Background: an optimization exercise with open tools, aiming at small area. Do not read the settings as production practice.
The RTL was checked by simulation tests, not by an equivalence proof against the original design.
Power figures rest on the tool's default switching activity, not on a simulated workload.

[config.mk]
export PLATFORM = sky130hd
export DESIGN_NAME = conv_neuron_layer_ffanout
export DESIGN_NICKNAME = conv_neuron_layer_ffanout
export VERILOG_FILES = /design/flow/design.v
export SDC_FILE = /design/flow/constraint.sdc
export NUM_CORES = 4
export LEC_CHECK = 0
export CAP_MARGIN = 20
export CORE_MARGIN = 2
export CORE_UTILIZATION = 40
export SLEW_MARGIN = 20
[constraint.sdc]
create_clock -name core_clock -period 6.0 [get_ports {clk}]
set_input_delay 1.2000 -clock core_clock [delete_from_list [all_inputs] [get_ports {clk}]]
set_output_delay 1.2000 -clock core_clock [all_outputs]
set_load 0.01 [all_outputs]
[design.v]
module conv_neuron
  #
  (
   parameter FEATURE_WIDTH    = 8,
   parameter WEIGHT_WIDTH     = 8,
   parameter WEIGHT_MEM_ORDER = 5,
   parameter OUTPUT_WIDTH     = 8,
   parameter OUTPUT_SHIFT     = 0,
   parameter BIAS_SHIFT       = 0,
   parameter ReLU             = "TRUE"
   )   
  (
   input logic                     clk,
   input logic [FEATURE_WIDTH-1:0] feature_stream,
   input logic                     feature_first,
   input logic                     feature_last,
   input logic [WEIGHT_WIDTH-1:0]  weight_stream,
   input logic                     weight_first,
   input logic                     weight_last,
   output logic [OUTPUT_WIDTH-1:0] output_stream,
   output logic                    output_valid
   );
   localparam WEIGHT_MEM_SIZE = 2**WEIGHT_MEM_ORDER;
   localparam ACC_SIZE        = FEATURE_WIDTH + WEIGHT_WIDTH + WEIGHT_MEM_ORDER;
   localparam P_SIZE          = FEATURE_WIDTH + WEIGHT_WIDTH + 1;
   logic [WEIGHT_MEM_SIZE-1:0][WEIGHT_WIDTH-1:0] wmem;
   logic [WEIGHT_MEM_ORDER-1:0] 		 wmem_waddr;
   logic [WEIGHT_MEM_ORDER-1:0] 		 wmem_raddr;
   logic [WEIGHT_WIDTH-1:0] 			 bias;
   logic 					 wmem_writing;
   logic signed [P_SIZE-1:0] 			 p;
   logic [3:0][FEATURE_WIDTH-1:0] 		 feature_stream_reg;
   logic [2:0][WEIGHT_WIDTH-1:0] 		 weight_reg;
   logic signed [ACC_SIZE-1:0] 			 acc;
   logic [4:0] 					 feature_first_reg;
   logic [6:0] 					 feature_last_reg;
   logic signed [ACC_SIZE-1:0] 			 acc_slv;
   always @(posedge clk) begin
      if (weight_first) begin
         wmem_writing <= '1;
         wmem_waddr   <= '0;
         bias         <= weight_stream;
      end else if (wmem_writing) begin
         if (weight_last) wmem_writing <= '0;
         wmem[wmem_waddr] <= weight_stream;
         wmem_waddr       <= wmem_waddr + 1'b1;
      end
      for (int i = 0; i < 3; i++) begin
	 if (i == 0) weight_reg[i] <= wmem[wmem_raddr];
	 else        weight_reg[i] <= weight_reg[i-1];
      end
      if (feature_first) 
        wmem_raddr <= '0;
      else
        wmem_raddr <= wmem_raddr + 1'b1;  
      for (int i = 0; i < 4; i++) begin
	 if (i == 0) feature_stream_reg[i] <= feature_stream;
	 else        feature_stream_reg[i] <= feature_stream_reg[i-1];
      end
      for (int i = 0; i < 5; i++) begin
	 if (i == 0) feature_first_reg[i] <= feature_first;
	 else        feature_first_reg[i] <= feature_first_reg[i-1];
      end
      for (int i = 0; i < 7; i++) begin
	 if (i == 0) feature_last_reg[i] <= feature_last;
	 else        feature_last_reg[i] <= feature_last_reg[i-1];
      end
      p <= $signed(weight_reg[2]) * $signed({1'b0, feature_stream_reg[3]});  
      if (feature_first_reg[4])      
        acc <= ($signed(bias) << BIAS_SHIFT) + $signed(p);
      else        
        acc <= acc + p;
      acc_slv <= acc;
      if (feature_last_reg[6]) begin
         if (ReLU == "TRUE") begin
            if (acc_slv[ACC_SIZE-1]) begin
               output_stream <= '0;
            end else begin
               if (ACC_SIZE == OUTPUT_WIDTH+OUTPUT_SHIFT) begin
		  output_stream <= acc_slv[ACC_SIZE-1:OUTPUT_SHIFT];
               end else begin
		  if (|acc_slv[ACC_SIZE-1:OUTPUT_WIDTH+OUTPUT_SHIFT-1]) begin
                     output_stream[OUTPUT_WIDTH-1] <= '0;
                     output_stream[OUTPUT_WIDTH-2:0] <= '1;
                  end else begin
                     output_stream <= acc_slv[OUTPUT_WIDTH+OUTPUT_SHIFT-1:OUTPUT_SHIFT];
		  end
               end
            end 
	 end else begin
            output_stream <= acc_slv[OUTPUT_WIDTH+OUTPUT_SHIFT-1:OUTPUT_SHIFT];
	 end  
         output_valid <= '1;
      end else begin
         output_valid <= '0;
      end  
   end  
endmodule  
module conv_neuron_layer_ffanout
  #
  (
   parameter LAYER_SIZE       = 10,
   parameter LAYER_SIZE_ORDER = 4,
   parameter FEATURE_WIDTH    = 8,
   parameter WEIGHT_WIDTH     = 8,
   parameter WEIGHT_MEM_ORDER = 5,
   parameter OUTPUT_WIDTH     = 8,
   parameter OUTPUT_SHIFT     = 0,
   parameter BIAS_SHIFT       = 0,
   parameter ReLU             = "TRUE"
   )
  (
   input logic                         clk,
   input logic [FEATURE_WIDTH-1:0]     feature_stream,
   input logic                         feature_first,
   input logic                         feature_last,
   input logic [WEIGHT_WIDTH-1:0]      weight_stream,
   input logic [LAYER_SIZE_ORDER-1:0]  weight_id,
   input logic                         weight_first,
   input logic                         weight_last,
   output logic [OUTPUT_WIDTH-1:0]     output_stream,
   output logic [LAYER_SIZE_ORDER-1:0] output_id,
   output logic                        output_valid
   );
  logic [0:LAYER_SIZE][FEATURE_WIDTH-1:0]    feature_fanout_sr;
  logic [0:LAYER_SIZE][WEIGHT_WIDTH-1:0]     weight_fanout_sr;
  logic [0:LAYER_SIZE][LAYER_SIZE_ORDER-1:0] weight_id_fanout_sr;
  logic [0:LAYER_SIZE][LAYER_SIZE_ORDER-1:0] output_id_fanin_sr;
  logic [0:LAYER_SIZE][OUTPUT_WIDTH-1:0]     output_fanin_sr;
  logic [0:LAYER_SIZE][OUTPUT_WIDTH-1:0]     output_sig;
  logic [LAYER_SIZE:0]                       feature_first_sr;
  logic [LAYER_SIZE:0]                       feature_last_sr;
  logic [LAYER_SIZE:0]                       weight_first_sr;
  logic [LAYER_SIZE:0]                       weight_last_sr;
  logic [LAYER_SIZE:0]                       output_valid_sr;
  logic [LAYER_SIZE:0]                       weight_first_valid;
  logic [LAYER_SIZE:0]                       weight_last_valid;
  logic [LAYER_SIZE:0]                       output_valid_sig;
  always_ff @(posedge clk) begin
    feature_fanout_sr[0]   <= feature_stream;
    feature_first_sr[0]    <= feature_first;
    feature_last_sr[0]     <= feature_last;
    weight_fanout_sr[0]    <= weight_stream;
    weight_id_fanout_sr[0] <= weight_id;
    weight_first_sr[0]     <= weight_first;
    weight_last_sr[0]      <= weight_last;
    output_valid_sr[LAYER_SIZE]    <= '0;
    output_fanin_sr[LAYER_SIZE]    <= '0;
    output_id_fanin_sr[LAYER_SIZE] <= '0;
    for (int i=1; i <= LAYER_SIZE; i++) begin
      feature_fanout_sr[i]   <= feature_fanout_sr[0];
      feature_first_sr[i]    <= feature_first_sr[0];
      feature_last_sr[i]     <= feature_last_sr[0];
      weight_fanout_sr[i]    <= weight_fanout_sr[i-1];
      weight_first_sr[i]     <= weight_first_sr[i-1];
      weight_last_sr[i]      <= weight_last_sr[i-1];
      weight_id_fanout_sr[i] <= weight_id_fanout_sr[i-1];
      if (weight_id_fanout_sr[i-1] == i) begin
        weight_first_valid[i] <= weight_first_sr[i-1];
        weight_last_valid[i]  <= weight_last_sr[i-1];
      end else begin
        weight_first_valid[i] <= '0;
        weight_last_valid[i]  <= '0;
      end
      if (output_valid_sig[i]) begin
        output_valid_sr[i-1]    <= '1;
        output_fanin_sr[i-1]    <= output_sig[i];
        output_id_fanin_sr[i-1] <= i;
      end else begin
        output_valid_sr[i-1]    <= output_valid_sr[i];
        output_fanin_sr[i-1]    <= output_fanin_sr[i];
        output_id_fanin_sr[i-1] <= output_id_fanin_sr[i];
      end
    end  
  end  
  assign output_valid  = output_valid_sr[0];
  assign output_id     = output_id_fanin_sr[0];
  assign output_stream = output_fanin_sr[0];
  generate
    for (genvar i_g = 1; i_g <= LAYER_SIZE; i_g++) begin : g_NEURONS
      conv_neuron
        #
        (
         .FEATURE_WIDTH    (FEATURE_WIDTH),
         .WEIGHT_WIDTH     (WEIGHT_WIDTH),
         .WEIGHT_MEM_ORDER (WEIGHT_MEM_ORDER),
         .OUTPUT_WIDTH     (OUTPUT_WIDTH),
         .OUTPUT_SHIFT     (OUTPUT_SHIFT),
         .BIAS_SHIFT       (BIAS_SHIFT),
         .ReLU             (ReLU)
         )
      u_conv_neuron
        (
         .clk              (clk),
         .feature_stream   (feature_fanout_sr[i_g]),
         .feature_first    (feature_first_sr[i_g]),
         .feature_last     (feature_last_sr[i_g]),
         .weight_stream    (weight_fanout_sr[i_g]),
         .weight_first     (weight_first_valid[i_g]),
         .weight_last      (weight_last_valid[i_g]),
         .output_stream    (output_sig[i_g]),
         .output_valid     (output_valid_sig[i_g])
         );
    end  
  endgenerate
endmodule  
[run.sh]
#!/bin/bash
# synth_recipe.tcl (not shown) runs the flow's synth.tcl, then flattens the netlist and writes it again
# the make line also repeats each setting of config.mk as NAME=value (left out here)
make -C /OpenROAD-flow-scripts/flow DESIGN_CONFIG=/design/flow/config.mk WORK_HOME=/design/flow/orfs CLKGATE_MAP_FILE= SYNTH_SCRIPT=/design/flow/synth_recipe.tcl finish
==> metrics.csv <==
metric,value,unit
worst vdd rail ir drop,0.3912,mV
worst slew pin tran,1269,ps
routability-driven placement congestion ratio,0.8221,
Site Rows,263,
Mapped Avg Cell Area,14.19,um^2
number of flip-flops in the largest register,2560,
Ys Warns,2,
Arrival @ worst endpoint,6220,ps
clk sink count,4014,
Yosys top cell by area,edfxtp_1,
share of the synthesized area in the top cell type,39.73,%
"Hold Violations, Final",0,
layout net count,15680,
maxcap violations,0,
die footprint,519700,um^2
top-level I/O count,38,
Hold Path Class,reg2reg,
"wirelength, routed",455.0,mm
hold slack,274.2,ps
Die Width,720.9,um
most frequent cells in the layout,"mux2_2, edfxtp_1, dfxtp_1",
post-synthesis sequential area ratio,52.33,%
initial DRC count,7691,
first-pass GRT wire length,709.4,mm
hpwl dp,295.9,mm
"commonest non-fill, non-tap cell in the layout",mux2_2,
CP Max Fanout,54,
"Cell Area, Synth",205600,um^2
layout cells sized above 1,31.57,%
Die Height,720.9,um
DRC violations left,0,
status,no timing/DRC/antenna violations,
Max Root-Sink Buffers,4,
PortBufs,37,
Final Skew,100.5,ps
WS Path Type,reg2reg,
largest net degree at the start of global routing,191,
Fmax achieved,186.2,MHz
Slew Limit Fails,0,
crit path time final,5371,ps
number of fill cells,45480,
Num CTS Buffers,433,
Avg WL per Cell,21.10,um
initial antenna violation count,11,
gr usage total,17.13,%
Via Count,115700,
Mapped Cells,14490,
Avg Vias per Cell,5.365,
share of async-settable or async-resettable flops after synthesis,0,%
final setup vio count,0,
Yosys reg bits,4014,
required time worst endpoint,6850,ps
synth-to-layout area growth,10.95,%
reg2reg setup slack,630,ps
remaining antenna violation count after routing,0,
setup repair after global routing missed its margin,no,
vias in the first global route,117000,
fin crit share,89.51,%
post-layout util,44.52,%
number of synthesized flops with an enable pin,2720,
leakage,83.78,nW
Pre-antenna DRT Iters,6,
"Clk pin slew, worst setup/hold paths",60,ps
CTS tree,yes,
dominant cells by area after synthesis,"edfxtp_1, mux2_2, dfxtp_1",
CP endpoint kind,flop,
Main synth FF type,edfxtp_1,
# H-tree levels,5,
grt ovf,0,
PostCTS Resize Cnt,0,
post-CTS setup buffers,0,
Hold Buf Count CTS,0,
CTS root buf,clkbuf_16,
Slew HR,15.40,%
Initial Util,40.13,%
Core Area,512400,um^2
element type at the critical path start,flop,
Cell Pwr Density,554.6,nW/um^2
Cell variety after synth,106,
Worst-Skew Late Latency,1000,ps
[layout make-up]
class / count / area (um^2) / area share, %
multi-input cells: 9057 / 92530 / 40.57
well taps: 6757 / 8454 / 3.707
flip-flops and latches: 4014 / 107700 / 47.21
clock buffers: 630 / 12960 / 5.683
clock inverters: 188 / 1914 / 0.8393
repair buffers: 221 / 1902 / 0.8338
diodes: 4 / 10.01 / 0.004388
inverters: 699 / 2629 / 1.153
[cell usage after synthesis, drive strengths merged, types with 23 or more instances]
| cell type | n |
|---|---|
| nand3 | 132 |
| inv | 699 |
| nor2 | 679 |
| o21bai | 35 |
| nand4 | 69 |
| buf | 196 |
| nor2b | 142 |
| dfxtp | 1294 |
| clkbuf | 530 |
| xor2 | 205 |
| ha | 840 |
| nor3 | 122 |
| and3 | 38 |
| a21oi | 341 |
| a21boi | 40 |
| nand2 | 621 |
| xnor2 | 253 |
| or3 | 50 |
| a211o | 23 |
| o21a | 46 |
| fa | 390 |
| and2 | 385 |
| mux2 | 2723 |
| edfxtp | 2720 |
| or2 | 54 |
| nand2b | 169 |
| o21ai | 308 |
| a21o | 162 |
| a211oi | 49 |
| mux2i | 47 |
| mux4 | 800 |
| nor4 | 53 |
| a31oi | 43 |
| o31ai | 28 |
[where the power goes]
group	switching (mW)	total (mW)	leakage, nW	internal [mW]
logic	27.4	52.6	39.4	25.2
registers	5.22	46.4	37.1	41.2
clock network	11.5	27.5	7.30	16.0
total	44.1	126	83.8	82.4
[metal layers]
| layer | vias to the layer above | global-route usage (%) | wire [um] |
|---|---|---|---|
| li1 | 53940 | - | - |
| met1 | 59240 | 24.49 | 214700 |
| met2 | 1972 | 28.09 | 213400 |
| met3 | 578 | 1.916 | 17220 |
| met4 | 2 | 3.800 | 9762 |
| met5 | - | 0 | 7 |
[kinds of logic after synthesis]
group | count (synthesis) | share of synthesized area [%]
flip-flops | 4014 | 52.33
multiplexers | 3570 | 23.91
AND/OR/NAND/NOR | 2572 | 6.383
buffers and inverters | 1425 | 2.713
adder cells (fa/ha/maj) | 1230 | 8.910
AO/OA/AOI/OAI | 1217 | 3.803
XOR/XNOR | 458 | 1.951
other | 1 | 0.001824
[per-stage QoR]
step	instance area, um^2	worst slack (ps)	TNS [ps]	std cells	total power, mW
final	228100	629.2	0	21570	126.5
after global routing	228100	139.2	0	21570	136.2
after detailed placement	213200	660.4	0	20750	99.76
after global placement	213200	699.1	0	20750	99.05
after CTS	228100	594.6	0	21570	127.9
after floorplan	205700	-1718	-1758740	14500	87.34
[path summary, 6_finish.rpt]
path | start | endpoint | depth (start not counted)
min | g_NEURONS[10].u_conv_neuron.feature_stream_reg[18] | g_NEURONS[10].u_conv_neuron.feature_stream_reg[26] | 0
max reg2reg | g_NEURONS[10].u_conv_neuron.feature_stream_reg[24] | g_NEURONS[9].u_conv_neuron.p[16] | 17
max | g_NEURONS[10].u_conv_neuron.feature_stream_reg[24] | g_NEURONS[9].u_conv_neuron.p[16] | 17
min reg2reg | g_NEURONS[10].u_conv_neuron.feature_stream_reg[18] | g_NEURONS[10].u_conv_neuron.feature_stream_reg[26] | 0
[critical path, stage by stage, from the launching register on]
cell      delay [ps]
dfxtp_4          880
nand2b_1         210
fa_1             430
fa_1             490
inv_1             50
fa_1             470
inv_1             50
fa_1             470
inv_1             40
ha_1             310
o21ai_0          130
a21boi_0         270
o21ai_0          150
a21boi_0         330
o21bai_1         120
a21boi_0         350
nor4_1            90
a311oi_1         250

-- static timing again, ports no longer ideal --
Ports are ideal in the flow. The routed layout listed here was re-timed in OpenROAD.
Step 1, drivers: a clkbuf_16 drives clk and a buf_2 each remaining input, both assumed.
Step 2 times the ports against the registers' clock, not the clock port: input delays grow and output delays shrink by t, the midpoint of the rising clock arrivals with the driver on.
Three values: ideal, step 1, step 2; two values: the first two.
t, ns: 1.081
slack for setup (ns): 0.629 / 0.629 / 0.629
worst hold slack (ns): 0.274 / 0.274 / 0.274
slew at the worst register clock pin (ns): 0.07 / 0.07
worst slew at a driven data input, ns: 0.08
After both steps setup and hold are still met in this run. For this run, drivers alone change the setup slack by 0.000 ns; drivers and shift together by 0.000 ns.
